This design comes from an exercise in tuning for small area on the open sky130 flow, not from production work.
Only simulation tests tie the RTL to the original design; equivalence was not proved.
Power and IR drop assume default switching activity.

## flow/flow/run.sh

```bash
#!/bin/bash
# ORFS layout as in standard.sh, with these changes:
#  - synthesis maps logic with an area-recovering ABC script (flow/abc_area.script)
#    instead of ORFS's speed script; registers are mapped exactly as before
#  - port buffers use buf_1
#  - the clock tree uses clkbuf_8 with clusters of up to 18 sinks and no dummy loads
#  - the constant outputs share the tie cells (no tie fanout repair)
# make's output goes to flow_run.log; ORFS keeps each step's log under orfs/logs.
set -euo pipefail
W=$(pwd)
F=$W/flow
# synthesis script: ORFS synth.tcl with the ABC script replaced
python3 - "$FLOW_HOME/scripts/synth.tcl" "$W/synth_area.tcl" "$F/abc_area.script" <<'PY'
import sys
src, dst, script = sys.argv[1:]
s = open(src).read()
a = "  log_cmd abc {*}$abc_args\n"
assert s.count(a) == 1
s = s.replace(a, "  set abc_args [lreplace $abc_args 1 1 %s]\n%s" % (script, a))
open(dst, "w").write(s)
PY
sed "s#source \$::env(SCRIPTS_DIR)/synth.tcl#source $W/synth_area.tcl#" synth_recipe.tcl > synth_top.tcl
grep -q "synth_area.tcl" synth_top.tcl
sed "s#SYNTH_SCRIPT=[^ ]*#SYNTH_SCRIPT=$W/synth_top.tcl#" standard.sh > flow_run.sh
grep -q "synth_top.tcl" flow_run.sh
export SKIP_REPAIR_TIE_FANOUT=1
export BUFFER_PORTS_ARGS="-buffer_cell sky130_fd_sc_hd__buf_1"
export CTS_ARGS="-sink_clustering_enable -repair_clock_nets -dont_use_dummy_load -buf_list sky130_fd_sc_hd__clkbuf_8 -sink_clustering_size 18 -sink_clustering_max_diameter 60"
bash flow_run.sh > flow_run.log 2>&1
```

## flow/flow/abc_area.script

```
&get -n
&st
&syn2
&dch
&nf -R 1000 -p -F 16 -C 32 -E 100
&put
```

## flow/standard.sh

```bash
#!/bin/bash
# synth_recipe.tcl (not shown) runs the flow's synth.tcl, then flattens the netlist and writes it again
# the make line also repeats each setting of config.mk as NAME=value (left out here)
make -C /OpenROAD-flow-scripts/flow DESIGN_CONFIG=/design/flow/config.mk WORK_HOME=/design/flow/orfs CLKGATE_MAP_FILE= SYNTH_SCRIPT=/design/flow/synth_recipe.tcl "${@:-finish}"
```

## flow/config.mk

```make
export PLATFORM = sky130hd
export DESIGN_NAME = TX
export DESIGN_NICKNAME = TX
export VERILOG_FILES = /design/flow/design.v
export SDC_FILE = /design/flow/constraint.sdc
export NUM_CORES = 8
export LEC_CHECK = 0
export CAP_MARGIN = 20
export CORE_MARGIN = 2
export CORE_UTILIZATION = 70
export PLACE_DENSITY = 0.8
export SLEW_MARGIN = 20
```

## flow/constraint.sdc

```tcl
create_clock -name core_clock -period 8.0 [get_ports {clk}]
set_input_delay 1.6000 -clock core_clock [delete_from_list [all_inputs] [get_ports {clk}]]
set_output_delay 1.6000 -clock core_clock [all_outputs]
set_load 0.01 [all_outputs]
```

## flow/design.v

```verilog
`timescale 1ns/1ns
module TX(input clk, input rst, input in, input run, input [3:0]rate, input tx_request, output [51:0]out, output valid, output ready, output [1:0]cr, output [1:0]mod);
reg m1, m0, c1;
assign mod = {m1, m0};
assign cr = {c1, ~c1 & m1 & m0};
wire m3 = m1 & m0;
wire m2 = m1 & ~m0;
wire nz = m1 | m0;
wire cr_half = ~c1 & ~cr[0];
always @(posedge clk, negedge rst) begin
	if(~rst) begin
		m1 <= 1'b1; m0 <= 1'b1; c1 <= 1'b1;
	end
	else if(tx_request) begin
		m1 <= ~(rate[2] & rate[0]);
		m0 <= ~(rate[3] & rate[0]);
		c1 <= rate[1] | ~rate[0];
	end
end
reg st;               
reg [6:0] scn;        
reg [6:0] d;          
reg [1:0] q;          
reg en, enb;          
wire vr = run & st;
wire fb = scn[6] ^ scn[3];
wire en_n = vr & (cr_half | q != 2'd1);
assign ready = st;
always @(posedge clk, negedge rst) begin
	if(~rst) begin
		st <= 1'b0;
		scn <= 7'h00;
		d <= 7'd0;
		q <= 2'd0;
		en <= 1'b0;
	end
	else begin
		st <= 1'b1;
		en <= en_n;
		if(vr) begin
			scn <= {scn[5:0], ~fb};
			d <= {d[5:0], in ^ fb};
			q <= (q == 2'd3 || (q == 2'd2 && c1)) ? 2'd0 : q + 2'd1;
		end
	end
end
always @(posedge clk) enb <= ~en_n;
wire ea = d[0] ^ d[2] ^ d[3] ^ d[5] ^ d[6];
wire eb = d[0] ^ d[1] ^ d[2] ^ d[3] ^ d[6];
reg r1, r2;
wire qa = q[0] ^ q[1];
wire xa = (cr_half | qa) ? ea : (q[0] | c1) ? r1 : r2;
wire xb = (cr[0] & ~qa) ? ea : eb;
always @(posedge clk) begin
	r1 <= ea;
	r2 <= eb;
end
wire mq0 = ~m1 & ~m0;    
wire mq1 = ~m1 & m0;     
reg [136:0] ev, od;
wire g2 = en & m2, g2n = en & ~m2;
wire g1 = en & mq1, g1n = en & ~mq1;
wire g0 = en & mq0, g0n = en & ~mq0;
reg [136:0] evs, ods;    
integer p;
always @(*) begin
	evs = {137{en}} & {xa, ev[136:1]};
	ods = {137{en}} & {xb, od[136:1]};
	evs[128] = g2 & xa | g2n & ev[129];
	ods[128] = g2 & xb | g2n & od[129];
	evs[120] = g1 & xa | g1n & ev[121];
	ods[120] = g1 & xb | g1n & od[121];
	evs[112] = g0 & xa | g0n & ev[113];
	ods[112] = g0 & xb | g0n & od[113];
	for(p = 0; p < 2; p = p + 1) begin
		evs[48*p+32] = g2 & ev[48*p+49] | g2n & ev[48*p+33];
		ods[48*p+32] = g2 & od[48*p+49] | g2n & od[48*p+33];
		evs[48*p+24] = g1 & ev[48*p+57] | g1n & ev[48*p+25];
		ods[48*p+24] = g1 & od[48*p+57] | g1n & od[48*p+25];
		evs[48*p+16] = g0 & ev[48*p+57] | g0n & ev[48*p+17];
		ods[48*p+16] = g0 & od[48*p+57] | g0n & od[48*p+17];
	end
end
always @(posedge clk) begin
	ev <= {evs[136:1] | ({136{enb}} & ev[136:1]), ev[1]};
	od <= {ods[136:1] | ({136{enb}} & od[136:1]), od[1]};
end
reg [4:0] g;
reg [2:0] w;
reg vt;
wire w7 = (w == 3'd7);
wire oph = m1 ? (m0 ? g[4] & ~g[3] & ~g[1] : g[4] & g[1] & g[0]) : (m0 ? g[4] : g[1]);
wire [4:0] gn = {g[3:0], ~(g[4] ^ g[1])};
always @(posedge clk, negedge rst) begin
	if(~rst) begin
		g <= 5'd0;
		w <= 3'd0;
		vt <= 1'b0;
	end
	else begin
		vt <= en & oph;
		w <= ({3{en}} & (w + 3'd1)) | ({3{enb}} & w);
		g <= ({5{en & w7}} & (oph ? 5'd0 : gn)) | ({5{enb | ~w7}} & g);
	end
end
assign valid = vt;
reg [6:0] pln;
wire pw = oph & (w == 3'd0);        
always @(posedge clk, negedge rst) begin
	if(~rst) pln <= 7'h00;
	else pln <= ({7{en & pw}} & {pln[5:0], ~(pln[6] ^ pln[3])}) | ({7{enb | ~pw}} & pln);
end
wire J0 = (w == 3'd1) | (w == 3'd4) | (w == 3'd7);
wire J1 = (w == 3'd2) | (w == 3'd5) | (w == 3'd0);
wire J2 = (w == 3'd3) | (w == 3'd6);
wire A0 = m3 & J0, A1 = m3 & J2, A2 = m3 & J1;
wire B0 = m3 & J1, B1 = m3 & J0, B2 = m3 & J2;
wire [2:0] le0 = {A2 | ~m1, A1 | m2, A0};
wire [2:0] le3 = {A2, A1, A0 | ~m3};
wire [2:0] le2 = {A2, A1, A0};
wire [2:0] lo0 = {B2 | ~m3, B1, B0};
wire [2:0] lo1 = {B2, B1, B0 | m2};
wire [2:0] lo2 = {B2, B1, B0};
wire [2:0] lo3 = {B2, B1 | m2, B0 | ~m1};
wire [2:0] lo4 = {B2 | m2, B1, B0};
function [7:0] sub(input [5:0] t, input [2:0] s0, input [2:0] s1, input [2:0] s2, input [2:0] s3, input [2:0] s4, input [2:0] s5, input m3, input m1, input nz);
	reg n0, n1, n2, n3, n4, n5;
	begin
		n0 = ~(s0[0] & t[0] | s0[1] & t[1] | s0[2] & t[2]);
		n1 = ~(s1[0] & t[1] | s1[1] & t[2] | s1[2] & t[0]);
		n2 = ~(s2[0] & t[2] | s2[1] & t[0] | s2[2] & t[1]);
		n3 = ~(s3[0] & t[3] | s3[1] & t[4] | s3[2] & t[5]);
		n4 = ~(s4[0] & t[4] | s4[1] & t[5] | s4[2] & t[3]);
		n5 = ~(s5[0] & t[5] | s5[1] & t[3] | s5[2] & t[4]);
		sub = {n0, m3 & n1, m1 & ~(n1 ^ n2), 1'b1, nz & n3, m3 & n4, m1 & ~(n4 ^ n5), nz};
	end
endfunction
genvar k;
generate for(k = 0; k < 3; k = k + 1) begin : subc
	wire [5:0] te = {ev[48*k+40], ev[48*k+32], ev[48*k+24], ev[48*k+16], ev[48*k+8], ev[48*k]};
	wire [5:0] to = {od[48*k+40], od[48*k+32], od[48*k+24], od[48*k+16], od[48*k+8], od[48*k]};
	assign out[8*k+7 -: 8] = sub(te, le0, le0, le2, le3, le3, le2, m3, m1, nz);
	assign out[8*k+31 -: 8] = sub(to, lo0, lo1, lo2, lo3, lo4, lo2, m3, m1, nz);
end endgenerate
wire pt = ~pln[0] ^ (w[2] & w[1]);
assign out[51:48] = {~w[0] & pt, 2'b00, ~w[0]};
endmodule
```

==> metrics.md, run 1 <==
| Metric | Value |
|---|---|
| Via density | between 6 and 7 |
| Vias | between 7000 and 8000 |
| Final TNS setup | 0 ns |
| Ports | 67 |
| First-pass detailed-route iteration total | 11 |
| Setup CP Type | reg2out |
| Worst-path clk slew | ~0.11 ns |
| Syn nets | 858 |
| Most frequent cells in the layout | 276 x dfxtp_1, 267 x a22o_1, 57 x buf_1 |
| Register area share after synthesis | between 60% and 70% |
| CORE AREA | about 0.015 mm² |
| Status | complete, no violations |
| Setup repair bufs after CTS | 0 |
| P_leak | 4.43 nW |
| PortBufs | between 50 and 60 |
| Slew of the pin with the lowest slew margin | about 1.1 ns |
| Antenna-violating nets left | 0 |
| Post-synth cell types | 31 |
| Gate power share | about a quarter |
| Flop pwr share | between 50% and 60% |
| Ant. Diodes | 0 |
| Req. time, crit path | 6.40 ns |
| Starting Density | between 70% and 80% |
| First-pass GRT wire length | 35.3 mm |
| Met3 wire length | around 1.2 mm |
| DRC | 0 |
| GRT Total Usage | roughly a quarter |
| H-Tree Depth | 1 |
| Clock sink total | around 310 |
| RePlAce Congestion | ~0.8 |
| Slowest CP cell | dfstp_2 |
| Max Slew Vio Count | 0 |
| Critical Path Start Type | register |
| Flops & latches, synth | 314 |
| Sw Ratio | 33.4% |
| DR iter-0 viols | a little under 900 |
| Critical Path End Type | primary output |
| Fmax achieved | between 0.15 and 0.2 GHz |
| Hold Buf Count CTS | 0 |
| CTS tree | done |
| Ys flop type | dfxtp_1 |
| Power Total | 3.93 mW |
| Clock buffer depth | 3 |
| Utilization after layout | between 70% and 80% |
| RSZ-0062 raised after global routing | false |
| Max VDD drop | just under 300 µV |
| Crit path top cell by count | nor2_1 |
| DIE AREA | 0.0161 mm² |
| WL final | around 22 mm |
| Gate count of the mapped netlist | 839 |
| Max cap viols | 0 |
| Post-DP HPWL | ~13 mm |
| Post-synth EDFFs | 0 |
| DR top layer | met4 |
| Overflow left after global routing | 0 |
| TritonCTS Buffers | 21 |
| Min-Delay Path Class | reg2reg |
| Mapped Avg Cell Area | around 13 µm² |
| Rows | 44 |
| Period minus WS final | ~5.1 ns |
| Critical path cell sequence | nand2_1 > nor2_1 > buf_4 > a222oi_1 > xor2_1 > nor2_1 > buf_1 |
| Die height | approximately 130 µm |
| Clock latency (worst-skew pair) | roughly 0.54 ns |
| # nets final | a little over 900 |
| Die width | about 130 µm |
| Share of post-route cells with drive strength above 1 | around 4.1% |
| Post-synth ARST share | between 10% and 20% |
| Final Cycle Share | ~64% |
| Final number of setup-violating endpoints | 0 |
| Vias in the first global route | approximately 7000 |
| Metal-1 WL | slightly below 10 mm |
| Post-Synthesis Cell Area | roughly 0.011 mm² |
| Initial antenna violation count | 0 |
| Final hold violation count | 0 |
| Critical path arrival | 3.54 ns |
| Largest stage delay, worst path | just under 0.9 ns |
| Int Pwr | ~2.6 mW |
| Clock Power Share | ~17% |
| Wire length on met2 | 10.3 mm |
| Post-CTS Resized | 0 |
| Synth Warn # | 1 |
| Most common cell after layout, fill and taps aside | dfxtp_1 |
| Root Driver | clkbuf_8 |
| Power per Cell Area | ~350 mW/mm² |
| Largest net degree at the start of global routing | 109 |
| Switching power | ~1.3 mW |
| Wire per inst | 20.0 µm |
| Skew final | between 0.04 and 0.05 ns |
| Worst slew margin relative to its limit | roughly a quarter |
| Area Overhead vs Synth | 6.56% |
| CP Max Fanout | 24 |
==> cells by family after synthesis <==
logic type	after synthesis	synth area share, %
adder cells (fa/ha/maj)	10	1.18
XOR/XNOR	21	1.74
flip-flops	314	61.3
multiplexers	17	1.79
AND/OR/NAND/NOR	83	3.48
other	2	0.0711
buffers and inverters	32	1.74
AO/OA/AOI/OAI	360	28.7
==> routing by layer <==
| metal | GRT usage, % | vias to the layer above |
|---|---|---|
| met5 | 0 | - |
| met4 | 7.11 | 0 |
| met3 | 4.22 | 42 |
| met2 | 43.1 | 259 |
| met1 | 37.8 | 3559 |
| li1 | - | 3447 |
==> sequential cells by signal, indices dropped and copies added, names as in the netlist, 2 cells and up <==
register	count
ev	137
od	137
d	7
pln	7
scn	7
g	5
w	3
q	2
==> stage by stage <==
| stage | area (µm²) | setup slack (ns) | hold slack, ns | cells |
|---|---|---|---|---|
| final | 11300 | 2.86 | 0.365 | 1094 |
| after floorplan | 10600 | 2.49 | 0.332 | 839 |
| after global routing | 11300 | 2.65 | 0.379 | 1094 |
| after CTS | 11300 | 2.90 | 0.372 | 1094 |
| after detailed placement | 11000 | 3.50 | 0.348 | 1073 |
| after global placement | 11000 | 3.65 | 0.342 | 1073 |
==> area by class of cell <==
cell class | instances | area (µm²)
timing repair buffer | 67 | 287
tap | 184 | 230
fill | 982 | 3380
multi-input combinational | 493 | 3920
clock buffer | 21 | 289
sequential | 314 | 6480
inverter | 15 | 56.3
==> cells in the mapped netlist (all sizes together) (3+ instances only) <==
library cell  instances  area, µm²
a221o                 6       60.1
ha                   10        125
and3                 13       81.3
nor2                 37        139
clkinv               15       56.3
nand2                26       97.6
a31oi                 3       18.8
o21ai                33        165
a21oi                 9       45.0
a222oi               36        360
dfstp                 3       78.8
mux2                 15        169
buf                  17        128
xnor2                 6       52.6
xor2                 15        131
dfxtp               277       5550
dfrtp                34        851
a22o                267       2340
==> worst max-delay path: cells and delay by family, from the launching register on <==
family          cells  cell delay [ns]
compound gates      1             0.14
buf+inv             2             0.52
simple gates        3             1.23
flops               1             0.88
xor+xnor            1             0.22
==> power groups by stage <==
| stage | Combinational, mW | Sequential, mW | Clock (mW) |
|---|---|---|---|
| 6_report | 0.982 | 2.26 | 0.682 |
| 5_1_grt | 1.08 | 2.31 | 0.756 |
| 4_1_cts | 0.975 | 2.26 | 0.701 |
| 3_5_place_dp | 0.967 | 2.29 | 0 |
| 3_3_place_gp | 0.928 | 2.26 | 0 |
| 2_1_floorplan | 0.663 | 2.25 | 0 |
==> worst paths after layout <==
kind / from / end / slack, ns / depth (start not counted)
min reg2reg: ev[1] / ev[0] / 0.36 / 0
max: m0 / out[45] / 2.86 / 7
max reg2reg: en / ev[24] / 4.51 / 5
min in group asynchronous: rst / scn[3] / 1.17 / 1
min: ev[1] / ev[0] / 0.36 / 0
max in group asynchronous: rst / en / 6.16 / 1
==> run 2: changes to the inputs <==
--- a/flow/flow/run.sh
+++ b/flow/flow/run.sh
@@ -7,2 +7,3 @@
 #  - the constant outputs share the tie cells (no tie fanout repair)
+#  - no adder extraction before ABC (ADDER_MAP_FILE empty), so ABC maps all logic
 # make's output goes to flow_run.log; ORFS keeps each step's log under orfs/logs.
@@ -23,4 +24,4 @@
 grep -q "synth_area.tcl" synth_top.tcl
-sed "s#SYNTH_SCRIPT=[^ ]*#SYNTH_SCRIPT=$W/synth_top.tcl#" standard.sh > flow_run.sh
-grep -q "synth_top.tcl" flow_run.sh
+sed -e "s#SYNTH_SCRIPT=[^ ]*#SYNTH_SCRIPT=$W/synth_top.tcl ADDER_MAP_FILE=#" standard.sh > flow_run.sh
+grep -q "synth_top.tcl ADDER_MAP_FILE=" flow_run.sh
 export SKIP_REPAIR_TIE_FANOUT=1
==> metrics.md, run 2 <==
| Metric | Value |
|---|---|
| Req. time, crit path | roughly 6.4 ns |
| Wire per inst | 20.0 µm |
| P_leak | around 4.4 nW |
| Worst slew margin relative to its limit | between 20% and 30% |
| Utilization after layout | around three quarters |
| Post-synth ARST share | 11.8% |
| Max Slew Vio Count | 0 |
| Die width | approximately 130 µm |
| Ports | between 60 and 70 |
| WL final | about 22 mm |
| Final TNS setup | 0 ns |
| Post-synth EDFFs | 0 |
| Post-CTS Resized | 0 |
| Fillers | roughly 980 |
| Critical path arrival | slightly below 4 ns |
| Post-Synth Adder-Cell Area | 0% |
| Die height | between 100 and 150 µm |
| Flops & latches, synth | between 300 and 400 |
| Mux cell area share after synthesis | roughly 1.6% |
| Worst-path clk slew | about 0.1 ns |
| GRT Total Usage | 27.0% |
| Synth Warn # | 1 |
| Critical Path End Type | primary output |
| Clock buffer depth | 3 |
| CTS tree | done |
| Register area share after synthesis | 61.9% |
| Simple-gate area share of the yosys netlist | about 3.8% |
| Post-synthesis compound-gate area fraction | 29.3% |
| DR iter-0 viols | ~1000 |
| Ys flop type | dfxtp_1 |
| CORE AREA | about 0.015 mm² |
| Skew final | around 0.036 ns |
| Post-Synthesis Cell Area | between 0.01 and 0.015 mm² |
| Most frequent cells in the layout | 276 x dfxtp_1, 266 x a22o_1, 57 x buf_1 |
| Slew of the pin with the lowest slew margin | around 1.1 ns |
| Final Cycle Share | between 60% and 70% |
| Post-DP HPWL | roughly 13 mm |
| DIE AREA | ~0.016 mm² |
| Power per Cell Area | roughly 340 mW/mm² |
| Hold Buf Count CTS | 0 |
| RePlAce Congestion | 0.830 |
| Root Driver | clkbuf_8 |
| Max cap viols | 0 |
| Final number of setup-violating endpoints | 0 |
| Overflow left after global routing | 0 |
| Status | complete, no violations |
| Area Overhead vs Synth | 6.78% |
| Ant. Diodes | 0 |
| Initial antenna violation count | 0 |
| Post-synth top area cell | dfxtp_1 |
| Final hold violation count | 0 |
| Share of post-route cells with drive strength above 1 | between 3 and 4% |
| First-pass GRT wire length | between 30 and 40 mm |
| Critical Path Start Type | register |
| Max VDD drop | approximately 270 µV |
| Most frequent cell after synthesis | dfxtp_1 |
| Period minus WS final | ~5.5 ns |
| Gate count of the mapped netlist | between 800 and 900 |
| Post-synth cell types | 32 |
| Synth area leaders | dfxtp_1 53%, a22o_1 22%, dfrtp_1 8.1% |
| Fmax achieved | 0.180 GHz |
| H-Tree Depth | 1 |
| TritonCTS Buffers | 21 |
| Most common cell after layout, fill and taps aside | dfxtp_1 |
| Largest regs | ev (137), od (137) |
| First-pass detailed-route iteration total | 9 |
| Syn nets | around 850 |
| Rows | 44 |
| Vias | roughly 7500 |
| Post-Route Hold Slack | 0.366 ns |
| CP Max Fanout | 25 |
| Starting Density | 71.7% |
| Via density | about 6.8 |
| Vias in the first global route | between 6000 and 7000 |
| Setup repair bufs after CTS | 0 |
| Antenna-violating nets left | 0 |
| Min-Delay Path Class | reg2reg |
| Commonest cells in the synthesized netlist | 277 x dfxtp_1, 266 x a22o_1, 39 x nor2_1 |
| DRC | 0 |
| Area share of the largest cell type after synthesis | 53.0% |
| Clock sink total | ~310 |
| PortBufs | just under 60 |
| Setup CP Type | reg2out |
| Mapped Avg Cell Area | roughly 12 µm² |
| Clock latency (worst-skew pair) | around 0.54 ns |
| Synth Area in XOR/XNOR | under 10% |
| RSZ-0062 raised after global routing | false |
| Largest family of logic cells by synthesized area | compound AO/OA/AOI/OAI gates |
| Largest net degree at the start of global routing | roughly 120 |
| # nets final | roughly 920 |
==> run 2: critical path, stage by stage, from the launching register on <==
cell	delay (ns)
dfstp_2	0.88
clkinv_1	0.62
nor2_1	0.85
buf_4	0.36
a222oi_1	0.15
xor2_1	0.21
nor2_1	0.16
buf_1	0.18
==> run 2: layout make-up <==
class	instances	area [µm²]	share of cell area (%)
repair buffers	66	303	2.71
inverters	13	48.8	0.437
multi-input cells	498	3820	34.2
well taps	184	230	2.06
clock buffers	21	289	2.59
flip-flops and latches	314	6480	58.0
==> run 2: metrics by stage <==
step	setup slack (ns)	area [µm²]	total power [mW]	std cells
final	2.46	11200	3.83	1096
after global routing	2.30	11200	4.03	1096
after CTS	2.54	11100	3.82	1095
after detailed placement	3.13	10900	3.15	1074
after global placement	3.24	10900	3.08	1074
after floorplan	2.51	10500	2.83	842
==> run 2: where the power goes <==
part           leakage, nW  internal [mW]  total [mW]  switching, mW
Combinational         1.50          0.398       0.908          0.509
Sequential            2.72           1.94        2.24          0.299
Clock                0.151          0.238       0.687          0.449
Total                 4.36           2.57        3.83           1.26
==> run 2: path summary, 6_finish.rpt <==
path / from / endpoint / slack, ns / cells after the start
worst max-delay path: m1 / out[33] / 2.46 / 7
worst min-delay path: od[1] / od[0] / 0.37 / 0
worst max register to register: m1 / od[24] / 5.14 / 4
worst min register to register: od[1] / od[0] / 0.37 / 0
max in group asynchronous: rst / en / 6.19 / 1
min in group asynchronous: rst / pln[6] / 1.16 / 1
==> run 2: cell families after synthesis <==
logic type                count (synthesis)
AOI/OAI and AO/OA                       368
and+or+nand+nor                          93
muxes                                    15
xor gates and xnor gates                 20
other                                     2
DFF                                     314
buffers and inverters                    30
==> run 2: routing by layer <==
metal | share of wire, % | GRT usage, %
met3 | 6.8 | 3.87
met2 | 46 | 41.2
met5 | 0 | 0
met1 | 45 | 40.2
met4 | 2.6 | 8.73
==> run 3: changes to the inputs <==
--- a/flow/flow/run.sh
+++ b/flow/flow/run.sh
@@ -28,3 +28,3 @@
 export BUFFER_PORTS_ARGS="-buffer_cell sky130_fd_sc_hd__buf_1"
-export CTS_ARGS="-sink_clustering_enable -repair_clock_nets -dont_use_dummy_load -buf_list sky130_fd_sc_hd__clkbuf_8 -sink_clustering_size 18 -sink_clustering_max_diameter 60"
+export CTS_ARGS="-sink_clustering_enable -repair_clock_nets -dont_use_dummy_load -buf_list sky130_fd_sc_hd__clkbuf_8 -sink_clustering_size 19 -sink_clustering_max_diameter 60"
 bash flow_run.sh > flow_run.log 2>&1
==> metrics.md, run 3 <==
| Metric | Value |
|---|---|
| RePlAce Congestion | between 0.8 and 0.9 |
| Overflow left after global routing | 0 |
| Hold Buf Count CTS | 0 |
| Max cap viols | 0 |
| Vias | between 7000 and 8000 |
| Flops & latches, synth | around 310 |
| Ant. Diodes | 0 |
| Slew of the pin with the lowest slew margin | roughly 1.1 ns |
| Initial antenna violation count | 0 |
| DR iter-0 viols | 1032 |
| Worst slew margin relative to its limit | 28.7% |
| Die width | roughly 130 µm |
| Clock buffer depth | 3 |
| Register area share after synthesis | between 60% and 70% |
| Post-synth top area cell | dfxtp_1 |
| Most frequent cell after synthesis | dfxtp_1 |
| Largest net degree at the start of global routing | roughly 120 |
| Final number of setup-violating endpoints | 0 |
| Mapped Avg Cell Area | 12.4 µm² |
| Min-Delay Path Class | reg2reg |
| Post-synth ARST share | a little under an eighth |
| # nets final | between 900 and 1000 |
| Post-DP HPWL | approximately 13 mm |
| Post-synth cell types | 32 |
| P_leak | ~4.4 nW |
| H-Tree Depth | 1 |
| Most common cell after layout, fill and taps aside | dfxtp_1 |
| Slowest CP cell | dfstp_2 |
| Critical Path End Type | primary output |
| Most frequent cells in the layout | 276 x dfxtp_1, 266 x a22o_1, 57 x buf_1 |
| Power per Cell Area | 342 mW/mm² |
| Area Overhead vs Synth | 6.65% |
| Synth area leaders | dfxtp_1 53%, a22o_1 22%, dfrtp_1 8.1% |
| Post-CTS Resized | 0 |
| Period minus WS final | ~5.5 ns |
| CTS tree | done |
| Critical path arrival | ~3.9 ns |
| Die height | between 100 and 150 µm |
| First-pass GRT wire length | around 36 mm |
| Critical path cell sequence | clkinv_1 > nor2_1 > buf_4 > a222oi_1 > xor2_1 > nor2_1 > buf_1 |
| Clock sink total | approximately 310 |
| TritonCTS Buffers | 20 |
| RSZ-0062 raised after global routing | false |
| Ys flop type | dfxtp_1 |
| Gate count of the mapped netlist | roughly 840 |
| Final Cycle Share | between 60 and 70% |
| GRT Total Usage | a little over a quarter |
| Hold path start | od[1] |
| R2R Path Start | m1 |
| Syn nets | about 850 |
| Worst-path clk slew | between 0.1 and 0.15 ns |
| CP Max Fanout | 25 |
| Starting Density | between 70% and 80% |
| Synth Warn # | 1 |
| Vias in the first global route | between 6000 and 7000 |
| Share of post-route cells with drive strength above 1 | 3.84% |
| Status | complete, no violations |
| Clock latency (worst-skew pair) | between 0.5 and 0.6 ns |
| Wire per inst | approximately 20 µm |
| Area share of the largest cell type after synthesis | 53.0% |
| Via density | roughly 6.8 |
| Worst setup path startpoint | m1 |
| First-pass detailed-route iteration total | 10 |
| Final TNS setup | 0 ns |
| Power Total | ~3.8 mW |
| Setup repair bufs after CTS | 0 |
| PortBufs | 58 |
| Skew final | 0.0441 ns |
| Fmax achieved | roughly 0.18 GHz |
| Setup CP Type | reg2out |
| Max VDD drop | 268 µV |
| Req. time, crit path | 6.40 ns |
| Commonest cells in the synthesized netlist | 277 x dfxtp_1, 266 x a22o_1, 39 x nor2_1 |
| Largest regs | ev (137), od (137) |
| DIE AREA | 0.0159 mm² |
| DRC | 0 |
| Max Slew Vio Count | 0 |
| Ports | 67 |
| Root Driver | clkbuf_8 |
| WL final | between 20 and 25 mm |
| Post-Synthesis Cell Area | roughly 0.010 mm² |
| Antenna-violating nets left | 0 |
| Critical Path Start Type | register |
| Final hold violation count | 0 |
| Post-synth EDFFs | 0 |
| Rows | 44 |
| CORE AREA | between 0.01 and 0.015 mm² |
| Crit path top cell by count | nor2_1 |
| Largest stage delay, worst path | about 0.87 ns |
-- run 3: changes by cell type in the layout (fill, tap and decap cells not counted), sizes merged --
| cell | before | now |
|---|---|---|
| clkbuf | 22 | 21 |
-- run 3: final cells by class --
| cell class | instances | area, µm² |
|---|---|---|
| fill | 973 | 3430 |
| inverter | 13 | 48.8 |
| sequential | 314 | 6480 |
| multi-input combinational | 498 | 3820 |
| tap | 184 | 230 |
| clock buffer | 20 | 275 |
| timing repair buffer | 66 | 303 |
-- run 3: metrics by stage --
step                cells  hold slack (ns)  util (%)  instance area [µm²]  worst slack, ns
floorplan             842            0.332         -                10500             2.51
global placement     1074            0.343      74.4                10900             3.24
detailed placement   1074            0.355      74.4                10900             3.13
CTS                  1094            0.367      76.3                11100             2.55
global route         1095            0.365      76.5                11200             2.31
finish               1095            0.354      76.5                11200             2.48
-- run 3: final timing paths --
check,to,slack [ns],cells past startpoint
min,od[0],0.35,0
min reg2reg,od[0],0.35,0
max reg2reg,od[24],5.17,4
max in group asynchronous,en,6.19,1
max,out[33],2.48,7
min in group asynchronous,pln[6],1.17,1
-- run 3: power breakdown --
group	switching [mW]	internal, mW
clock network	0.442	0.227
registers	0.304	1.94
logic	0.508	0.398
-- run 3: cells by family (layout without fill, tap and decap cells) --
family / count (synthesis) / in the layout / synth area share [%]
AO/OA/AOI/OAI: 368 / 368 / 29.3
XOR/XNOR: 20 / 20 / 1.67
buffers and inverters: 30 / 99 / 1.69
flip-flops: 314 / 314 / 61.9
multiplexers: 15 / 15 / 1.60
other: 2 / 2 / 0.0718
AND/OR/NAND/NOR: 93 / 93 / 3.79
-- run 3: metal layers --
metal  GRT usage, %  vias to the layer above  wire length (µm)
met1           40.0                     3693              9990
met5              0                        -                 0
li1               -                     3446                 -
met4           9.05                        0               664
met3           3.78                       60              1410
met2           41.5                      261             10000
-- run 3: worst max-delay path, delay by kind of cell, from the launching register on --
family,cells,cell delay (ns)
AND/OR/NAND/NOR,2,1.01
buffers and inverters,3,1.14
flip-flops,1,0.87
XOR/XNOR,1,0.22
AO/OA/AOI/OAI,1,0.14
==> run 4: changes to the inputs <==
--- a/flow/flow/run.sh
+++ b/flow/flow/run.sh
@@ -28,3 +28,3 @@
 export BUFFER_PORTS_ARGS="-buffer_cell sky130_fd_sc_hd__buf_1"
-export CTS_ARGS="-sink_clustering_enable -repair_clock_nets -dont_use_dummy_load -buf_list sky130_fd_sc_hd__clkbuf_8 -sink_clustering_size 19 -sink_clustering_max_diameter 60"
+export CTS_ARGS="-sink_clustering_enable -repair_clock_nets -dont_use_dummy_load -buf_list sky130_fd_sc_hd__clkbuf_8 -sink_clustering_size 20 -sink_clustering_max_diameter 45"
 bash flow_run.sh > flow_run.log 2>&1
==> metrics.md, run 4 <==
| Metric | Value |
|---|---|
| Area of the multi-input gates | approximately 0.0038 mm² |
| Commonest cells in the synthesized netlist | 277 x dfxtp_1, 266 x a22o_1, 39 x nor2_1 |
| Vias in the first global route | 7003 |
| Post-DP HPWL | ~13 mm |
| Largest stage delay, worst path | around 0.87 ns |
| Final std cells w/o fill | 1105 |
| Most common cell after layout, fill and taps aside | dfxtp_1 |
| Synth Warn # | 1 |
| DIE AREA | 0.0159 mm² |
| Gate count of the mapped netlist | roughly 840 |
| Critical path arrival | roughly 4.0 ns |
| Area Overhead vs Synth | 7.96% |
| Post-synth EDFFs | 0 |
| Area share of the largest cell type after synthesis | 53.0% |
| Via density | about 6.8 |
| Mapped Avg Cell Area | roughly 12 µm² |
| Die width | between 100 and 150 µm |
| Wire per inst | approximately 20 µm |
| Design area | between 0.01 and 0.015 mm² |
| Reg area | between 0.006 and 0.007 mm² |
| DR iter-0 viols | around 1000 |
| Slowest CP cell | dfstp_2 |
| Ports | 67 |
| First-pass GRT wire length | about 36 mm |
| DP Cell Count | about 1100 |
| Mux cell area share after synthesis | about 1.6% |
| Simple-gate area share of the yosys netlist | under 10% |
| Final WS setup | between 2 and 2.5 ns |
| Critical path cell sequence | clkinv_1 > nor2_1 > buf_4 > a222oi_1 > xor2_1 > nor2_1 > buf_1 |
| Starting Density | 71.7% |
| Largest net degree at the start of global routing | around 120 |
| Power Total | just under 4 mW |
| CTS tree | done |
| RSZ-0062 raised after global routing | false |
| Rows | 44 |
| Skew final | about 0.035 ns |
| Critical Path Start Type | register |
| Req. time, crit path | about 6.4 ns |
| Flop2flop setup slack | just over 5 ns |
| Setup CP Type | reg2out |
| Post-synth ARST share | 11.8% |
| Clock buffer depth | 3 |
| Post-Synth Adder-Cell Area | 0% |
| Most frequent cells in the layout | 276 x dfxtp_1, 266 x a22o_1, 57 x buf_1 |
| CP Max Fanout | 25 |
| Utilization after layout | between 70 and 80% |
| P_leak | between 4 and 5 nW |
| Register area share after synthesis | 61.9% |
| Ant. Diodes | 0 |
| Root Driver | clkbuf_8 |
| Synth area leaders | dfxtp_1 53%, a22o_1 22%, dfrtp_1 8.1% |
| RePlAce Congestion | 0.830 |
| H-Tree Depth | 1 |
| Worst-path clk slew | about 0.090 ns |
| Final hold violation count | 0 |
| Worst slew margin relative to its limit | about 28% |
| Post-synth cell types | 32 |
| Share of post-route cells with drive strength above 1 | a little under 5% |
| Min-Delay Path Class | reg2reg |
| Setup repair bufs after CTS | 0 |
| CORE AREA | about 0.015 mm² |
| Max Slew Vio Count | 0 |
| Vias | roughly 7500 |
| Fmax achieved | around 0.18 GHz |
| Worst setup path startpoint | m1 |
| Slew of the pin with the lowest slew margin | ~1.1 ns |
| Syn nets | 851 |
| Period minus WS final | approximately 5.6 ns |
| Post-Synthesis Cell Area | ~0.010 mm² |
| DRC | 0 |
| Most frequent cell after synthesis | dfxtp_1 |
| Post-CTS Resized | 0 |
| Synth Area in XOR/XNOR | ~1.7% |
| TritonCTS Buffers | 30 |
| Overflow left after global routing | 0 |
| Crit path top cell by count | nor2_1 |
| Initial antenna violation count | 0 |
| Ys flop type | dfxtp_1 |
| Max cap viols | 0 |
| DP Area | approximately 0.011 mm² |
| Die height | around 130 µm |
| Flops & latches, synth | ~310 |
| Post-Route Hold Slack | roughly 0.37 ns |
| Antenna-violating nets left | 0 |
| Post-synth top area cell | dfxtp_1 |
| Largest family of logic cells by synthesized area | compound AO/OA/AOI/OAI gates |
| Hold Buf Count CTS | 0 |
| First-pass detailed-route iteration total | 8 |
| Clock sink total | around 310 |
| GRT Total Usage | roughly 27% |
| Post-synthesis compound-gate area fraction | 29.3% |
| R2R Path Start | m1 |
| WL final | around 22 mm |
| Max VDD drop | 247 µV |
| Final TNS setup | 0 ns |
| Status | complete, no violations |
| Critical Path End Type | primary output |
| Largest regs | ev (137), od (137) |
| Setup WS pre-CTS | 3.13 ns |
| Fillers | roughly 960 |
| PortBufs | between 50 and 60 |
| Power per Cell Area | ~350 mW/mm² |
| Hold path start | ev[1] |
| # nets final | 932 |
| Final Cycle Share | between 60 and 70% |
| Final number of setup-violating endpoints | 0 |
| Clock latency (worst-skew pair) | approximately 0.57 ns |
-- run 4: changes by cell type in the layout (fill, tap and decap cells not counted) --
cell / change
clkbuf_8: +10
-- run 4: cell families (layout without fill, tap and decap cells) --
group	after synthesis	after routing
AO/OA/AOI/OAI	368	368
flip-flops	314	314
AND/OR/NAND/NOR	93	93
buffers and inverters	30	109
XOR/XNOR	20	20
multiplexers	15	15
other	2	2
-- run 4: final cells by class --
| class | count | share of cell area [%] |
|---|---|---|
| sequential | 314 | 57.4 |
| timing repair buffer | 66 | 2.68 |
| clock buffer | 30 | 3.65 |
| inverter | 13 | 0.432 |
| tap | 184 | 2.04 |
| multi-input combinational | 498 | 33.8 |
-- run 4: worst paths after layout --
kind                            to  cells after the start
hold reg to reg              ev[0]                      0
max in group asynchronous       en                      1
setup / recovery           out[33]                      7
setup reg to reg            od[72]                      4
hold / removal               ev[0]                      0
min in group asynchronous   pln[6]                      1
-- run 4: worst max-delay path, delay by kind of cell (launching register included) --
family,cells,cell delay [ns]
and+or+nand+nor,2,1.00
AOI/OAI and AO/OA,1,0.16
DFF,1,0.87
xor gates and xnor gates,1,0.22
buffers and inverters,3,1.14
-- run 4: per-layer routing --
| layer | vias up | global-route usage, % | wire length [µm] |
|---|---|---|---|
| met5 | - | 0 | 0 |
| li1 | 3470 | - | - |
| met3 | 66 | 3.91 | 1560 |
| met1 | 3653 | 40.8 | 9910 |
| met2 | 299 | 42.0 | 10200 |
| met4 | 0 | 8.92 | 659 |
-- run 4: power by group --
group | internal [mW] | switching [mW] | leakage [nW]
combinational | 0.398 | 0.511 | 1.50
sequential | 1.94 | 0.300 | 2.72
clock | 0.333 | 0.470 | 0.216
==> run 5: changes to the inputs <==
--- a/flow/flow/run.sh
+++ b/flow/flow/run.sh
@@ -28,3 +28,3 @@
 export BUFFER_PORTS_ARGS="-buffer_cell sky130_fd_sc_hd__buf_1"
-export CTS_ARGS="-sink_clustering_enable -repair_clock_nets -dont_use_dummy_load -buf_list sky130_fd_sc_hd__clkbuf_8 -sink_clustering_size 20 -sink_clustering_max_diameter 45"
+export CTS_ARGS="-sink_clustering_enable -repair_clock_nets -dont_use_dummy_load -buf_list sky130_fd_sc_hd__clkbuf_8 -sink_clustering_size 19 -sink_clustering_max_diameter 70"
 bash flow_run.sh > flow_run.log 2>&1
==> metrics.md, run 5 <==
| Metric | Value |
|---|---|
| Status | complete, no violations |
| Vias | roughly 7500 |
| Gate count of the mapped netlist | about 840 |
| Final Cycle Share | roughly 70% |
| DP Area | about 0.011 mm² |
| RSZ-0062 raised after global routing | false |
| Via density | 6.81 |
| Synth Warn # | 1 |
| Critical path arrival | between 3 and 4 ns |
| Post-synth cell types | 32 |
| Final std cells w/o fill | 1095 |
| DRC | 0 |
| Final number of setup-violating endpoints | 0 |
| Ant. Diodes | 0 |
| Worst slew margin relative to its limit | between 20 and 30% |
| Syn nets | 851 |
| Hold Buf Count CTS | 0 |
| DR iter-0 viols | 1032 |
| Post-synth top area cell | dfxtp_1 |
| Max VDD drop | about 270 µV |
| Final WS setup | ~2.5 ns |
| Initial antenna violation count | 0 |
| Final TNS setup | 0 ns |
| Die width | 126 µm |
| Critical Path End Type | primary output |
| Max cap viols | 0 |
| Met2 Usage GRT | between 40% and 50% |
| Critical path destination | out[33] |
| # nets final | approximately 900 |
| Max Slew Vio Count | 0 |
| Post-synth EDFFs | 0 |
| Overflow left after global routing | 0 |
| Worst-path clk slew | 0.11 ns |
| Commonest cells in the synthesized netlist | 277 x dfxtp_1, 266 x a22o_1, 39 x nor2_1 |
| Clock sink total | approximately 310 |
| Area share of the largest cell type after synthesis | roughly 53% |
| RePlAce Congestion | 0.830 |
| Most frequent cells in the layout | 276 x dfxtp_1, 266 x a22o_1, 57 x buf_1 |
| Post-synth ARST share | a little under an eighth |
| R2R Path Start | m1 |
| Synth area leaders | dfxtp_1 53%, a22o_1 22%, dfrtp_1 8.1% |
| Clock buffer depth | 3 |
| GRT Total Usage | a little over a quarter |
| GR Layer Usage met3 | between 3 and 4% |
| Min-Delay Path Class | reg2reg |
| Slew of the pin with the lowest slew margin | around 1.1 ns |
| Register area share after synthesis | slightly above 60% |
| DIE AREA | around 0.016 mm² |
| Wire per inst | 20.2 µm |
| Worst setup path startpoint | m1 |
| Setup CP Type | reg2out |
| Largest net degree at the start of global routing | around 120 |
| Ports | 67 |
| Design area | approximately 0.011 mm² |
| Skew final | about 0.044 ns |
| P_leak | between 4 and 5 nW |
| Power per Cell Area | 342 mW/mm² |
| Final hold violation count | 0 |
| Most common cell after layout, fill and taps aside | dfxtp_1 |
| PortBufs | 58 |
| Starting Density | 71.7% |
| Post-DP HPWL | approximately 13 mm |
| Vias in the first global route | 6949 |
| Die height | roughly 130 µm |
| TritonCTS Buffers | 20 |
| First-pass detailed-route iteration total | 10 |
| Clock latency (worst-skew pair) | approximately 0.54 ns |
| DP Cell Count | about 1100 |
| Setup repair bufs after CTS | 0 |
| Power Total | 3.82 mW |
| Period minus WS final | 5.52 ns |
| R2r endpoint | od[24] |
| Post-CTS Resized | 0 |
| Flops & latches, synth | 314 |
| Most frequent cell after synthesis | dfxtp_1 |
| Root Driver | clkbuf_8 |
| Ys flop type | dfxtp_1 |
| Critical Path Start Type | register |
| Mapped Avg Cell Area | around 12 µm² |
| Gr busiest metal | met2 |
| Area Overhead vs Synth | 6.65% |
| H-Tree Depth | 1 |
| Largest regs | ev (137), od (137) |
| Setup WS pre-CTS | between 3 and 4 ns |
| Flop2flop setup slack | between 5 and 6 ns |
| CTS tree | done |
| Post-Synthesis Cell Area | 0.0105 mm² |
| WL final | between 20 and 25 mm |
| Req. time, crit path | about 6.4 ns |
| Antenna-violating nets left | 0 |
| CP Max Fanout | 25 |
| First-pass GRT wire length | 35.7 mm |
| Fmax achieved | around 0.18 GHz |
| Rows | 44 |
| Met1 Resource Use GR | 40.0% |
| FF-to-FF path depth | 4 |
| Share of post-route cells with drive strength above 1 | under 10% |
| CORE AREA | about 0.015 mm² |
==> run 5: cell types whose count changed in the layout (fill, tap and decap cells not counted) <==
cell	delta
clkbuf_8	-10
==> run 5: routing by layer <==
| metal | wire [µm] | up-vias |
|---|---|---|
| li1 | - | 3446 |
| met5 | 0 | - |
| met1 | 9990 | 3693 |
| met3 | 1410 | 60 |
| met4 | 664 | 0 |
| met2 | 10000 | 261 |
==> run 5: final cells by class <==
type                    instances  area (µm²)
multi-input cells             498        3820
flip-flops and latches        314        6480
repair buffers                 66         303
clock buffers                  20         275
well taps                     184         230
inverters                      13        48.8
fillers                       973        3430
==> run 5: power breakdown <==
group          leakage (nW)  internal, mW  switching [mW]  total (mW)
logic                  1.50         0.398           0.508       0.906
registers              2.72          1.94           0.304        2.24
clock network         0.144         0.227           0.442       0.669
total                  4.36          2.56            1.25        3.82
==> run 5: kinds of logic after synthesis <==
family,count (synthesis),share of synthesized area [%]
buffers and inverters,30,1.69
AND/OR/NAND/NOR,93,3.79
AO/OA/AOI/OAI,368,29.3
flip-flops,314,61.9
multiplexers,15,1.60
XOR/XNOR,20,1.67
other,2,0.0718
==> run 5: worst max-delay path, stage by stage, from the launching register on <==
cell and delay [ns]:
dfstp_2 0.87, clkinv_1 0.61, nor2_1 0.83, buf_4 0.35, a222oi_1 0.14, xor2_1 0.22, nor2_1 0.18, buf_1 0.18
==> run 5: per-stage QoR <==
| stage | hold slack (ns) | utilization, % |
|---|---|---|
| 2_1_floorplan | 0.332 | - |
| 3_3_place_gp | 0.343 | 74.4 |
| 3_5_place_dp | 0.355 | 74.4 |
| 4_1_cts | 0.367 | 76.3 |
| 5_1_grt | 0.365 | 76.5 |
| 6_report | 0.354 | 76.5 |
==> run 5: worst min-delay path by stage <==
stage / depth (start not counted) / to / start / slack (ns)
final: 0 / od[0] / od[1] / 0.35
after global routing: 0 / od[0] / od[1] / 0.37
after CTS: 0 / od[0] / od[1] / 0.37
after detailed placement: 0 / od[0] / od[1] / 0.36
after global placement: 0 / od[0] / od[1] / 0.34
after floorplan: 0 / ev[0] / ev[1] / 0.33
==> run 6: changes to the inputs <==
--- a/flow/flow/run.sh
+++ b/flow/flow/run.sh
@@ -28,3 +28,3 @@
 export BUFFER_PORTS_ARGS="-buffer_cell sky130_fd_sc_hd__buf_1"
-export CTS_ARGS="-sink_clustering_enable -repair_clock_nets -dont_use_dummy_load -buf_list sky130_fd_sc_hd__clkbuf_8 -sink_clustering_size 19 -sink_clustering_max_diameter 70"
+export CTS_ARGS="-sink_clustering_enable -repair_clock_nets -dont_use_dummy_load -buf_list sky130_fd_sc_hd__clkbuf_4 -sink_clustering_buffer sky130_fd_sc_hd__clkbuf_8 -sink_clustering_size 19 -sink_clustering_max_diameter 60"
 bash flow_run.sh > flow_run.log 2>&1
==> metrics.md, run 6 <==
| Metric | Value |
|---|---|
| Slew of the pin with the lowest slew margin | ~1.1 ns |
| Ant. Diodes | 0 |
| Rows | 44 |
| Antenna-violating nets left | 0 |
| Gate power share | between 20% and 30% |
| Final TNS setup | 0 ns |
| Root Driver | clkbuf_4 |
| Worst slew margin relative to its limit | between 20% and 30% |
| Post-Route Hold Slack | approximately 0.35 ns |
| Clock latency (worst-skew pair) | around 0.67 ns |
| Req. time, crit path | ~6.4 ns |
| GRT Total Usage | between 20% and 30% |
| Fillers | 980 |
| DP Area | approximately 0.011 mm² |
| Starting Density | a little under three quarters |
| Setup repair bufs after CTS | 0 |
| Synth Warn # | 1 |
| Sw Ratio | between 30% and 40% |
| Slowest CP cell | dfstp_2 |
| Hold Buf Count CTS | 0 |
| P_leak | about 4.3 nW |
| Vias | roughly 7500 |
| Int Pwr | around 2.5 mW |
| CP Max Fanout | 25 |
| Share of post-route cells with drive strength above 1 | 3.84% |
| Post-Synthesis Cell Area | around 0.010 mm² |
| Critical path's top delay family | buffers and inverters |
| Clock Power Share | 17.2% |
| Final number of setup-violating endpoints | 0 |
| Flop pwr share | 58.9% |
| RSZ-0062 raised after global routing | false |
| Area share of the largest cell type after synthesis | between 50 and 60% |
| Final hold violation count | 0 |
| Initial antenna violation count | 0 |
| Flops & latches, synth | roughly 310 |
| Max VDD drop | between 200 and 300 µV |
| Synth area leaders | dfxtp_1 53%, a22o_1 22%, dfrtp_1 8.1% |
| Critical path arrival | between 4 and 5 ns |
| First-pass GRT wire length | between 30 and 40 mm |
| Clock buffer depth | 3 |
| Setup CP Type | reg2out |
| Power per Cell Area | about 340 mW/mm² |
| Critical path cell sequence | clkinv_1 > nor2_1 > buf_4 > a222oi_1 > xor2_1 > nor2_1 > buf_1 |
| Register area share after synthesis | between 60 and 70% |
| Most frequent cell after synthesis | dfxtp_1 |
| Status | complete, no violations |
| Syn nets | 851 |
| Critical Path End Type | primary output |
| Post-synth ARST share | between 10% and 20% |
| Overflow left after global routing | 0 |
| Max cap viols | 0 |
| DIE AREA | approximately 0.016 mm² |
| Final Cycle Share | between 70% and 80% |
| TritonCTS Buffers | 20 |
| Critical Path Start Type | register |
| CORE AREA | roughly 0.015 mm² |
| Period minus WS final | ~5.7 ns |
| Wire per inst | between 20 and 25 µm |
| # nets final | between 900 and 1000 |
| First-pass detailed-route iteration total | 10 |
| DRC | 0 |
| Ys flop type | dfxtp_1 |
| Mapped Avg Cell Area | roughly 12 µm² |
| Die height | 126 µm |
| Post-synth top area cell | dfxtp_1 |
| Skew final | just under 0.06 ns |
| Min-Delay Path Class | reg2reg |
| Fmax achieved | about 0.18 GHz |
| Switching power | around 1.3 mW |
| WL final | approximately 22 mm |
| H-Tree Depth | 1 |
| Post-DP HPWL | ~13 mm |
| PortBufs | between 50 and 60 |
| Most frequent cells in the layout | 276 x dfxtp_1, 266 x a22o_1, 57 x buf_1 |
| CTS tree | done |
| DR iter-0 viols | between 1000 and 1500 |
| RePlAce Congestion | roughly 0.83 |
| Clock sink total | 314 |
| Largest net degree at the start of global routing | between 100 and 150 |
| Die width | approximately 130 µm |
| Gate count of the mapped netlist | 842 |
| Crit path top cell by count | nor2_1 |
| CP bufs+invs | 3 |
| Area Overhead vs Synth | 6.47% |
| Ports | 67 |
| Largest regs | ev (137), od (137) |
| Most common cell after layout, fill and taps aside | dfxtp_1 |
| Post-synth EDFFs | 0 |
| Worst-path clk slew | 0.12 ns |
| Commonest cells in the synthesized netlist | 277 x dfxtp_1, 266 x a22o_1, 39 x nor2_1 |
| Via density | 6.81 |
| Post-synth cell types | 32 |
| Max Slew Vio Count | 0 |
| Vias in the first global route | about 7000 |
| Largest stage delay, worst path | between 0.8 and 0.9 ns |
| Design area | about 0.011 mm² |
| Post-CTS Resized | 0 |
## run 6: power groups by stage
stage	clock network (mW)	registers [mW]	logic [mW]
2_1_floorplan	0	2.22	0.614
3_3_place_gp	0	2.24	0.842
3_5_place_dp	0	2.27	0.874
4_1_cts	0.663	2.24	0.885
5_1_grt	0.715	2.28	0.993
6_report	0.653	2.24	0.906
## run 6: through the flow
step	utilization, %	instances	total power [mW]	setup slack (ns)
floorplan	-	842	2.83	2.51
global placement	74.4	1074	3.08	3.24
detailed placement	74.4	1074	3.15	3.13
CTS	76.1	1094	3.79	2.43
global route	76.4	1095	3.99	2.18
finish	76.4	1095	3.80	2.32
## run 6: path summary, 6_finish.rpt
path                       start       to  slack, ns  depth (start not counted)
max in group asynchronous    rst       en       6.30                          1
setup reg to reg              m1   od[24]       5.17                          4
hold / removal             od[1]    od[0]       0.35                          0
setup / recovery              m1  out[33]       2.32                          7
min in group asynchronous    rst   pln[6]       1.05                          1
hold reg to reg            od[1]    od[0]       0.35                          0
## run 6: layout make-up
class,count,area (µm²),share of cell area [%]
well taps,184,230,2.07
multi-input cells,498,3820,34.3
repair buffers,66,303,2.72
inverters,13,48.8,0.438
flip-flops and latches,314,6480,58.2
clock buffers,20,256,2.30
## run 6: kinds of logic (layout without fill, tap and decap cells)
family	after synthesis	after routing	share of synthesized area, %
xor gates and xnor gates	20	20	1.67
DFF	314	314	61.9
and+or+nand+nor	93	93	3.79
buffers and inverters	30	99	1.69
muxes	15	15	1.60
AOI/OAI and AO/OA	368	368	29.3
other	2	2	0.0718
## run 6: per-layer routing
layer,GRT usage [%],up-vias,part of all wire [%]
li1,-,3447,-
met1,39.8,3659,45
met2,41.7,289,46
met3,3.78,63,6.6
met4,9.05,0,3.2
met5,0,-,0
## run 6: worst register-to-register path: cells and delay by family, from the launching register on
family | cells | cell delay [ns]
compound gates | 2 | 1.24
buf+inv | 2 | 0.69
flops | 1 | 0.87
==> run 7: changes to the inputs <==
--- a/flow/flow/run.sh
+++ b/flow/flow/run.sh
@@ -5,3 +5,4 @@
 #  - port buffers use buf_1
-#  - the clock tree uses clkbuf_8 with clusters of up to 18 sinks and no dummy loads
+#  - the clock tree drives clusters of up to 19 sinks from clkbuf_8 leaf buffers,
+#    with clkbuf_4 above them and no dummy loads
 #  - the constant outputs share the tie cells (no tie fanout repair)
==> metrics.md, run 7 <==
| Metric | Value |
|---|---|
| Fmax achieved | roughly 0.18 GHz |
| Largest net degree at the start of global routing | between 100 and 150 |
| CORE AREA | around 0.015 mm² |
| TritonCTS Buffers | 20 |
| Max Slew Vio Count | 0 |
| Power Total | 3.80 mW |
| Worst slew margin relative to its limit | between 20% and 30% |
| Largest regs | ev (137), od (137) |
| Antenna-violating nets left | 0 |
| R2r endpoint | od[24] |
| WL final | 21.9 mm |
| DRC | 0 |
| Max cap viols | 0 |
| P_leak | roughly 4.3 nW |
| Commonest cells in the synthesized netlist | 277 x dfxtp_1, 266 x a22o_1, 39 x nor2_1 |
| Final WS setup | between 2 and 2.5 ns |
| First-pass GRT wire length | 35.7 mm |
| Power per Cell Area | 341 mW/mm² |
| Syn nets | between 800 and 900 |
| Vias in the first global route | 6965 |
| Starting Density | 71.7% |
| Vias | about 7500 |
| Hold Buf Count CTS | 0 |
| Post-CTS Resized | 0 |
| Die width | 126 µm |
| Register area share after synthesis | 61.9% |
| Reg area | between 0.006 and 0.007 mm² |
| Crit path top cell by count | nor2_1 |
| Skew final | around 0.06 ns |
| Post-synth EDFFs | 0 |
| Synth Warn # | 1 |
| Critical path's top delay family | buffers and inverters |
| RePlAce Congestion | a little over 0.8 |
| Clock latency (worst-skew pair) | 0.67 ns |
| Wire per inst | about 20 µm |
| Area share of the largest cell type after synthesis | about 53% |
| Final hold violation count | 0 |
| Fillers | roughly 1000 |
| Final TNS setup | 0 ns |
| Ys flop type | dfxtp_1 |
| Mapped Avg Cell Area | 12.4 µm² |
| Die height | 126 µm |
| GRT Total Usage | approximately 27% |
| RSZ-0062 raised after global routing | false |
| CP Max Fanout | 25 |
| Period minus WS final | ~5.7 ns |
| Area of the multi-input gates | ~0.0038 mm² |
| Synth area leaders | dfxtp_1 53%, a22o_1 22%, dfrtp_1 8.1% |
| Rows | 44 |
| Most frequent cell after synthesis | dfxtp_1 |
| Flops & latches, synth | 314 |
| Post-synth cell types | 32 |
| CP bufs+invs | 3 |
| Post-Synthesis Cell Area | 0.0105 mm² |
| Max VDD drop | 251 µV |
| Overflow left after global routing | 0 |
| Worst setup path startpoint | m1 |
| Critical Path End Type | primary output |
| Critical path destination | out[33] |
| Setup WS pre-CTS | around 3.1 ns |
| DR iter-0 viols | between 1000 and 1500 |
| Clock buffer depth | 3 |
| Slew of the pin with the lowest slew margin | 1.06 ns |
| Flop2flop setup slack | about 5.2 ns |
| Clock sink total | around 310 |
| Min-Delay Path Class | reg2reg |
| Worst-path clk slew | 0.12 ns |
| Number of cells on the critical path | 7 |
| H-Tree Depth | 1 |
| CTS tree | done |
| Critical path cell sequence | clkinv_1 > nor2_1 > buf_4 > a222oi_1 > xor2_1 > nor2_1 > buf_1 |
| Area Overhead vs Synth | 6.47% |
| First-pass detailed-route iteration total | 10 |
| # nets final | roughly 900 |
| Most frequent cells in the layout | 276 x dfxtp_1, 266 x a22o_1, 57 x buf_1 |
| Final Cycle Share | a little under three quarters |
| R2R Path Start | m1 |
| Post-DP HPWL | ~13 mm |
| Status | complete, no violations |
| Setup repair bufs after CTS | 0 |
| Ant. Diodes | 0 |
| Critical Path Start Type | register |
| Root Driver | clkbuf_4 |
| FF-to-FF path depth | 4 |
| Post-synth top area cell | dfxtp_1 |
| Req. time, crit path | between 6 and 7 ns |
| Final number of setup-violating endpoints | 0 |
| Critical path arrival | slightly above 4 ns |
| Most common cell after layout, fill and taps aside | dfxtp_1 |
| Post-Route Hold Slack | between 0.3 and 0.4 ns |
| Gate count of the mapped netlist | roughly 840 |
| Slowest CP cell | dfstp_2 |
| PortBufs | slightly below 60 |
| Share of post-route cells with drive strength above 1 | between 3 and 4% |
| DIE AREA | approximately 0.016 mm² |
| Largest stage delay, worst path | a little under 0.9 ns |
| Post-synth ARST share | 11.8% |
| Setup CP Type | reg2out |
| Ports | 67 |
| Via density | about 6.8 |
| Initial antenna violation count | 0 |
[run 7: cell counts in the layout (fill, tap and decap cells not counted)]
No cell type changed its count.
[run 7: worst register-to-register path, cell delays in order (launching register included)]
cell	delay [ns]
dfstp_2	0.87
clkinv_1	0.61
a21boi_0	1.03
a222oi_1	0.21
clkinv_1	0.08
[run 7: cell type report]
cell class | instances | area share (%)
Inverter | 13 | 0.438
Multi-Input combinational cell | 498 | 34.3
Sequential cell | 314 | 58.2
Tap cell | 184 | 2.07
Clock buffer | 20 | 2.30
Timing Repair Buffer | 66 | 2.72
[run 7: routing by layer]
layer / global-route usage (%) / vias up / routed length [µm]
met5: 0 / - / 0
met4: 9.05 / 0 / 712
met3: 3.78 / 63 / 1460
met2: 41.7 / 289 / 9990
met1: 39.8 / 3659 / 9780
li1: - / 3447 / -
[run 7: power by group]
group          leakage, nW  switching (mW)  total, mW  internal [mW]
sequential            2.72           0.300       2.24           1.94
combinational         1.50           0.507      0.906          0.398
clock                0.136           0.446      0.653          0.207
[run 7: worst min-delay path by stage]
stage	from	to	slack (ns)	depth (start not counted)
5_1_grt	od[1]	od[0]	0.37	0
3_5_place_dp	od[1]	od[0]	0.36	0
6_report	od[1]	od[0]	0.35	0
4_1_cts	od[1]	od[0]	0.37	0
3_3_place_gp	od[1]	od[0]	0.34	0
2_1_floorplan	ev[1]	ev[0]	0.33	0
[run 7: kinds of logic (layout without fill, tap and decap cells)]
family	after synthesis	count (layout)	synth area share [%]
buffers and inverters	30	99	1.69
and+or+nand+nor	93	93	3.79
xor gates and xnor gates	20	20	1.67
AOI/OAI and AO/OA	368	368	29.3
muxes	15	15	1.60
DFF	314	314	61.9
other	2	2	0.0718
[run 7: through the flow]
step           cells  utilization (%)  cell area [µm²]
6_report        1095             76.4            11100
5_1_grt         1095             76.4            11100
4_1_cts         1094             76.1            11100
2_1_floorplan    842                -            10500
3_3_place_gp    1074             74.4            10900
3_5_place_dp    1074             74.4            10900
==> run 8: changes to the inputs <==
--- a/flow/config.mk
+++ b/flow/config.mk
@@ -7,3 +7,3 @@
 export LEC_CHECK = 0
-export CAP_MARGIN = 20
+export CAP_MARGIN = 0
 export CORE_MARGIN = 2
@@ -11,2 +11,2 @@
 export PLACE_DENSITY = 0.8
-export SLEW_MARGIN = 20
+export SLEW_MARGIN = 0
==> metrics.md, run 8 <==
| Metric | Value |
|---|---|
| Clock sink total | 314 |
| Sw Ratio | between 30% and 40% |
| Req. time, crit path | around 6.4 ns |
| Power per Cell Area | around 340 mW/mm² |
| GRT Total Usage | a little over a quarter |
| Slew of the pin with the lowest slew margin | around 1.2 ns |
| Die width | 126 µm |
| Clock Power Share | 17.1% |
| Post-DP HPWL | about 13 mm |
| Final number of setup-violating endpoints | 0 |
| First-pass GRT wire length | about 36 mm |
| Power Total | about 3.8 mW |
| Clock latency (worst-skew pair) | around 0.65 ns |
| Status | complete, no violations |
| Share of post-route cells with drive strength above 1 | under 10% |
| Largest stage delay, worst path | between 0.8 and 0.9 ns |
| Number of cells on the critical path | 7 |
| CORE AREA | between 0.01 and 0.015 mm² |
| TritonCTS Buffers | 20 |
| P_leak | about 4.3 nW |
| Setup repair bufs after CTS | 0 |
| Largest regs | ev (137), od (137) |
| Wire per inst | between 20 and 25 µm |
| RSZ-0062 raised after global routing | false |
| RePlAce Congestion | approximately 0.83 |
| Ports | 67 |
| Switching power | roughly 1.2 mW |
| Post-synth cell types | 32 |
| Slowest CP cell | dfstp_2 |
| Critical path cell sequence | clkinv_1 > nor2_1 > buf_4 > a222oi_1 > xor2_1 > nor2_1 > buf_1 |
| Commonest cells in the synthesized netlist | 277 x dfxtp_1, 266 x a22o_1, 39 x nor2_1 |
| Area Overhead vs Synth | 6.12% |
| Metal-1 WL | slightly below 10 mm |
| Flops & latches, synth | ~310 |
| Synth Warn # | 1 |
| Most frequent cells in the layout | 276 x dfxtp_1, 266 x a22o_1, 57 x buf_1 |
| Final Cycle Share | 71.3% |
| Post-synth top area cell | dfxtp_1 |
| Worst slew margin relative to its limit | between 10% and 20% |
| FF-to-FF path depth | 4 |
| Gate count of the mapped netlist | 842 |
| Vias in the first global route | 6965 |
| Setup CP Type | reg2out |
| Vias | around 7500 |
| Critical Path Start Type | register |
| Area share of the largest cell type after synthesis | between 50% and 60% |
| Worst-path clk slew | around 0.11 ns |
| Ys flop type | dfxtp_1 |
| Post-synth ARST share | 11.8% |
| DR top layer | met4 |
| Critical path arrival | 4.11 ns |
| Final TNS setup | 0 ns |
| Skew final | just under 0.05 ns |
| # nets final | slightly above 900 |
| Reg area | ~0.0065 mm² |
| Clock buffer depth | 3 |
| Fmax achieved | 0.175 GHz |
| Min-Delay Path Class | reg2reg |
| Post-CTS Resized | 0 |
| Post-Synthesis Cell Area | approximately 0.010 mm² |
| Overflow left after global routing | 0 |
| H-Tree Depth | 1 |
| Met3 wire length | ~1.6 mm |
| Flop pwr share | 59.4% |
| WL final | 22.0 mm |
| Hold Buf Count CTS | 0 |
| Mapped Avg Cell Area | 12.4 µm² |
| Final hold violation count | 0 |
| Critical path's top delay family | buffers and inverters |
| Crit path top cell by count | nor2_1 |
| Via density | a little under 7 |
| CP bufs+invs | 3 |
| Synth area leaders | dfxtp_1 53%, a22o_1 22%, dfrtp_1 8.1% |
| Max cap viols | 0 |
| Post-synth EDFFs | 0 |
| Area of the multi-input gates | approximately 0.0038 mm² |
| First-pass detailed-route iteration total | 6 |
| Gate power share | 23.5% |
| Most frequent cell after synthesis | dfxtp_1 |
| Int Pwr | 2.54 mW |
| CP Max Fanout | 25 |
| Largest net degree at the start of global routing | roughly 120 |
| Register area share after synthesis | between 60% and 70% |
| Wire length on met2 | 10.1 mm |
| Period minus WS final | ~5.7 ns |
| Ant. Diodes | 0 |
| Rows | 44 |
| Starting Density | a little under three quarters |
| CTS tree | done |
| Die height | between 100 and 150 µm |
| Worst hold path depth | 0 |
| Antenna-violating nets left | 0 |
| DRC | 0 |
| Max Slew Vio Count | 0 |
| PortBufs | between 50 and 60 |
| Critical Path End Type | primary output |
| Syn nets | 851 |
| DIE AREA | approximately 0.016 mm² |
| Root Driver | clkbuf_4 |
| Initial antenna violation count | 0 |
| Most common cell after layout, fill and taps aside | dfxtp_1 |
| DR iter-0 viols | 1123 |
| Fillers | just under 1000 |
| Max VDD drop | 260 µV |
-- run 8: through the flow --
stage          instance area, µm²  hold WS [ns]  setup WS, ns  utilization (%)  instances
6_report                    11100         0.357          2.29             76.1       1094
5_1_grt                     11100         0.366          2.17             76.1       1094
4_1_cts                     11100         0.367          2.43             76.1       1094
3_5_place_dp                10900         0.355          3.13             74.4       1074
3_3_place_gp                10900         0.343          3.24             74.4       1074
2_1_floorplan               10500         0.332          2.51                -        842
-- run 8: worst paths after layout --
path / from / to / slack (ns)
worst max-delay path: m1 / out[33] / 2.29
worst min-delay path: od[1] / od[0] / 0.36
worst max register to register: m1 / od[72] / 5.17
worst min register to register: od[1] / od[0] / 0.36
max in group asynchronous: rst / en / 6.30
min in group asynchronous: rst / pln[6] / 1.05
-- run 8: power by group through the flow --
stage / sequential [mW] / clock [mW] / combinational [mW]
global route: 2.30 / 0.714 / 0.973
finish: 2.25 / 0.649 / 0.888
floorplan: 2.22 / 0 / 0.614
CTS: 2.24 / 0.663 / 0.885
global placement: 2.24 / 0 / 0.842
detailed placement: 2.27 / 0 / 0.874
-- run 8: layout make-up --
class	instances	area share [%]
clock buffer	20	2.31
inverter	13	0.439
multi-input combinational	498	34.4
sequential	314	58.4
tap	184	2.07
timing repair buffer	65	2.44
-- run 8: metal layers --
metal | vias to the layer above | GRT usage, %
met3 | 58 | 3.78
met4 | 0 | 9.05
met2 | 285 | 41.7
met5 | - | 0
met1 | 3671 | 39.8
li1 | 3442 | -
-- run 8: kinds of logic after synthesis --
kind of cell / count (synthesis) / share of synthesized area, %
buf+inv: 30 / 1.69
simple gates: 93 / 3.79
other cells: 2 / 0.0718
mux: 15 / 1.60
xor+xnor: 20 / 1.67
flops: 314 / 61.9
compound gates: 368 / 29.3

## port drivers added, routing unchanged
How much do the figures lean on ideal ports? The routed layouts below were timed once more, with nothing changed but the port constraints.
Step 1 assumes that a clkbuf_16 drives the clock port and a buf_2 every other input.
Step 2 times the ports against the registers' clock, not the clock port: input delays grow and output delays shrink by t, the midpoint of the rising clock arrivals with the driver on.
a / b / c = ideal ports / drivers / drivers and shift; a / b = the first two.
run | t (ns) | setup WS [ns] | cell pins on the clock port's net
run 1 | 0.556 | 2.857 / 2.816 / 3.372 | 1
run 2 | 0.561 | 2.459 / 2.421 / 2.983 | 1
run 3 | 0.553 | 2.484 / 2.444 / 2.997 | 1
run 4 | 0.594 | 2.434 / 2.394 / 2.988 | 1
run 5 | 0.553 | 2.484 / 2.444 / 2.997 | 1
run 6 | 0.675 | 2.322 / 2.285 / 2.960 | 1
run 7 | 0.675 | 2.322 / 2.285 / 2.960 | 1
run 8 | 0.665 | 2.293 / 2.256 / 2.921 | 1
After both steps setup and hold are still met in every run listed.
